What follows belongs to an exercise in optimizing a design on an open flow for small area and a short achievable clock period; a production flow would make more cautious choices.
RTL that was checked went through simulation tests only; none was proved equivalent to the original.
No activity file was given, so power comes from the tool's default toggle rates.

// alu
module alu(
           clk,
           rst_n,
           src1,
           src2,
           ALU_control,
           result,
           zero,
           cout,
           overflow
           );
input           clk;
input           rst_n;
input  [32-1:0] src1;
input  [32-1:0] src2;
input   [4-1:0] ALU_control;
output [32-1:0] result;
output          zero;
output          cout;
output          overflow;
  wire is_and = (ALU_control == 4'b0000);
  wire is_or  = (ALU_control == 4'b0001);
  wire is_add = (ALU_control == 4'b0010);
  wire is_sub = (ALU_control == 4'b0110);
  wire is_slt = (ALU_control == 4'b0111);
  wire is_nor = (ALU_control == 4'b1100);
  wire arith  = is_add | is_sub;
  wire        inv = ALU_control[2];
  wire [31:0] b   = src2 ^ {32{inv}};
  wire [31:0] x   = src1 ^ src2;
  wire [31:0] p   = x ^ {32{inv}};
  wire [31:0] g   = src1 & b;
  wire [31:0] g0 = {g[31:1], g[0] | (p[0] & inv)};
  wire [31:0] p0 = p;
  wire G0_1 = g0[1] | (p0[1] & g0[0]);
  wire G0_3 = g0[3] | (p0[3] & g0[2]);
  wire P0_3 = p0[3] & p0[2];
  wire G0_5 = g0[5] | (p0[5] & g0[4]);
  wire P0_5 = p0[5] & p0[4];
  wire G0_7 = g0[7] | (p0[7] & g0[6]);
  wire P0_7 = p0[7] & p0[6];
  wire G0_9 = g0[9] | (p0[9] & g0[8]);
  wire P0_9 = p0[9] & p0[8];
  wire G0_11 = g0[11] | (p0[11] & g0[10]);
  wire P0_11 = p0[11] & p0[10];
  wire G0_13 = g0[13] | (p0[13] & g0[12]);
  wire P0_13 = p0[13] & p0[12];
  wire G0_15 = g0[15] | (p0[15] & g0[14]);
  wire P0_15 = p0[15] & p0[14];
  wire G0_17 = g0[17] | (p0[17] & g0[16]);
  wire P0_17 = p0[17] & p0[16];
  wire G0_19 = g0[19] | (p0[19] & g0[18]);
  wire P0_19 = p0[19] & p0[18];
  wire G0_21 = g0[21] | (p0[21] & g0[20]);
  wire P0_21 = p0[21] & p0[20];
  wire G0_23 = g0[23] | (p0[23] & g0[22]);
  wire P0_23 = p0[23] & p0[22];
  wire G0_25 = g0[25] | (p0[25] & g0[24]);
  wire P0_25 = p0[25] & p0[24];
  wire G0_27 = g0[27] | (p0[27] & g0[26]);
  wire P0_27 = p0[27] & p0[26];
  wire G0_29 = g0[29] | (p0[29] & g0[28]);
  wire P0_29 = p0[29] & p0[28];
  wire G0_31 = g0[31] | (p0[31] & g0[30]);
  wire P0_31 = p0[31] & p0[30];
  wire G1_2 = g0[2] | (p0[2] & G0_1);
  wire G1_3 = G0_3 | (P0_3 & G0_1);
  wire G1_6 = g0[6] | (p0[6] & G0_5);
  ...
==> flow/config.mk <==
export PLATFORM = sky130hd
export DESIGN_NAME = alu
export DESIGN_NICKNAME = alu
export VERILOG_FILES = /design/flow/design.v
export SDC_FILE = /design/flow/constraint.sdc
export NUM_CORES = 4
export LEC_CHECK = 0
export CAP_MARGIN = 20
export CORE_MARGIN = 2
export CORE_UTILIZATION = 60
export CTS_BUF_LIST = sky130_fd_sc_hd__clkbuf_4
export SLEW_MARGIN = 20
==> flow/constraint.sdc <==
create_clock -name core_clock -period 11.0 [get_ports {clk}]
set_input_delay 2.2000 -clock core_clock [delete_from_list [all_inputs] [get_ports {clk}]]
set_output_delay 2.2000 -clock core_clock [all_outputs]
set_load 0.01 [all_outputs]
standard.sh (not shown) runs the stock make flow with config.mk's settings and CLKGATE_MAP_FILE= SYNTH_SCRIPT=/design/flow/synth_recipe.tcl, a recipe that flattens the netlist after the stock synthesis.
==> flow/flow/run.sh <==
#!/bin/bash
# Layout flow: the standard layout, with two changes.
# 1. Synthesis is the standard synthesis (synth_recipe.tcl, so -nofsm -noshare,
#    flatten and the same renames) except that Yosys does not extract full and
#    half adder cells, and ABC maps the logic with flow/abc.script instead of
#    the ORFS speed script. The registers are the standard synthesis's.
# 2. The port buffers are the small plain buffer instead of the default
#    delay-buffer cell, and the resizer's setup repair aims for a slack margin.
# Each tool's output goes to a log of its own in the work folder.
set -euo pipefail
here=$(pwd)
{ head -n 1 synth_recipe.tcl
  cat <<'EOT'
# ABC with this flow's own script
proc abc {args} {
  set i [lsearch -exact $args -script]
  if {$i >= 0} { lset args [expr {$i + 1}] $::env(OWN_ABC_SCRIPT) }
  yosys abc {*}$args
}
EOT
  tail -n +2 synth_recipe.tcl
} > own_synth.tcl
sed -e "s#SYNTH_SCRIPT=[^ ]*#SYNTH_SCRIPT=$here/own_synth.tcl ADDER_MAP_FILE=#" standard.sh > own_synth.sh
export OWN_ABC_SCRIPT=$here/flow/abc.script
bash own_synth.sh synth > synth.log 2>&1
export BUFFER_PORTS_ARGS="-buffer_cell sky130_fd_sc_hd__buf_1"
export SETUP_SLACK_MARGIN=6.25
bash standard.sh > layout.log 2>&1
==> flow/flow/abc.script <==
strash
&get -n
&st
&dch -f
&nf -R 1000
&dch -f
&nf -R 1000
&put
topo
buffer -c
upsize -c
dnsize -c
stime -c
The starting point finished clean.
==> next run, changes <==
--- a/flow/design.v
+++ b/flow/design.v
@@ -23,15 +23,16 @@
   wire is_or  = (ALU_control == 4'b0001);
   wire is_add = (ALU_control == 4'b0010);
   wire is_sub = (ALU_control == 4'b0110);
   wire is_slt = (ALU_control == 4'b0111);
   wire is_nor = (ALU_control == 4'b1100);
   wire arith  = is_add | is_sub;
   wire        inv = ALU_control[2];
-  wire [31:0] b   = src2 ^ {32{inv}};
+  wire        invg = ALU_control[2] & ALU_control[1];
+  wire [31:0] b   = src2 ^ {32{invg}};
   wire [31:0] x   = src1 ^ src2;
   wire [31:0] p   = x ^ {32{inv}};
   wire [31:0] g   = src1 & b;
   wire [31:0] g0 = {g[31:1], g[0] | (p[0] & inv)};
   wire [31:0] p0 = p;
   wire G0_1 = g0[1] | (p0[1] & g0[0]);
   wire G0_3 = g0[3] | (p0[3] & g0[2]);
=> Worst hold slack gains 0.014 ns; maximum frequency went down by 2.9%; via count is higher by 16%; design area rises by about 8%; utilization grows by 0.66 points; global-route usage is higher by 3.4 points; sequential cell count stays the same; total power increases by 1.8%.
Function not checked in the second run of this note: the RTL went through the layout flow alone.

## static timing again, ports no longer ideal
Ports are ideal in the flow. The routed layouts listed here were re-timed in OpenROAD.
Step 1, drivers: a clkbuf_16 drives clk and a buf_2 each remaining input, both assumed.
Step 2 adds t to the input delays and takes it off the output delays; t is the mean of the earliest and latest rising clock arrival at the registers after step 1. Input paths then give back, and output paths get back, about the clock's delay inside the block.
Three values: ideal, step 1, step 2; two values: the first two.
run	t (ns)	setup slack, ns	clock arrival spread, ns	pins driven straight from the clock port
the first run	0.358	6.518 / 6.520 / 6.161	0.016 / 0.015	1
the second run	0.376	6.384 / 6.390 / 6.015	0.011 / 0.011	1
After both steps every run listed still meets setup and hold. For the second run, which loses most, drivers alone change the setup slack by +0.006 ns; drivers and shift together by -0.369 ns.
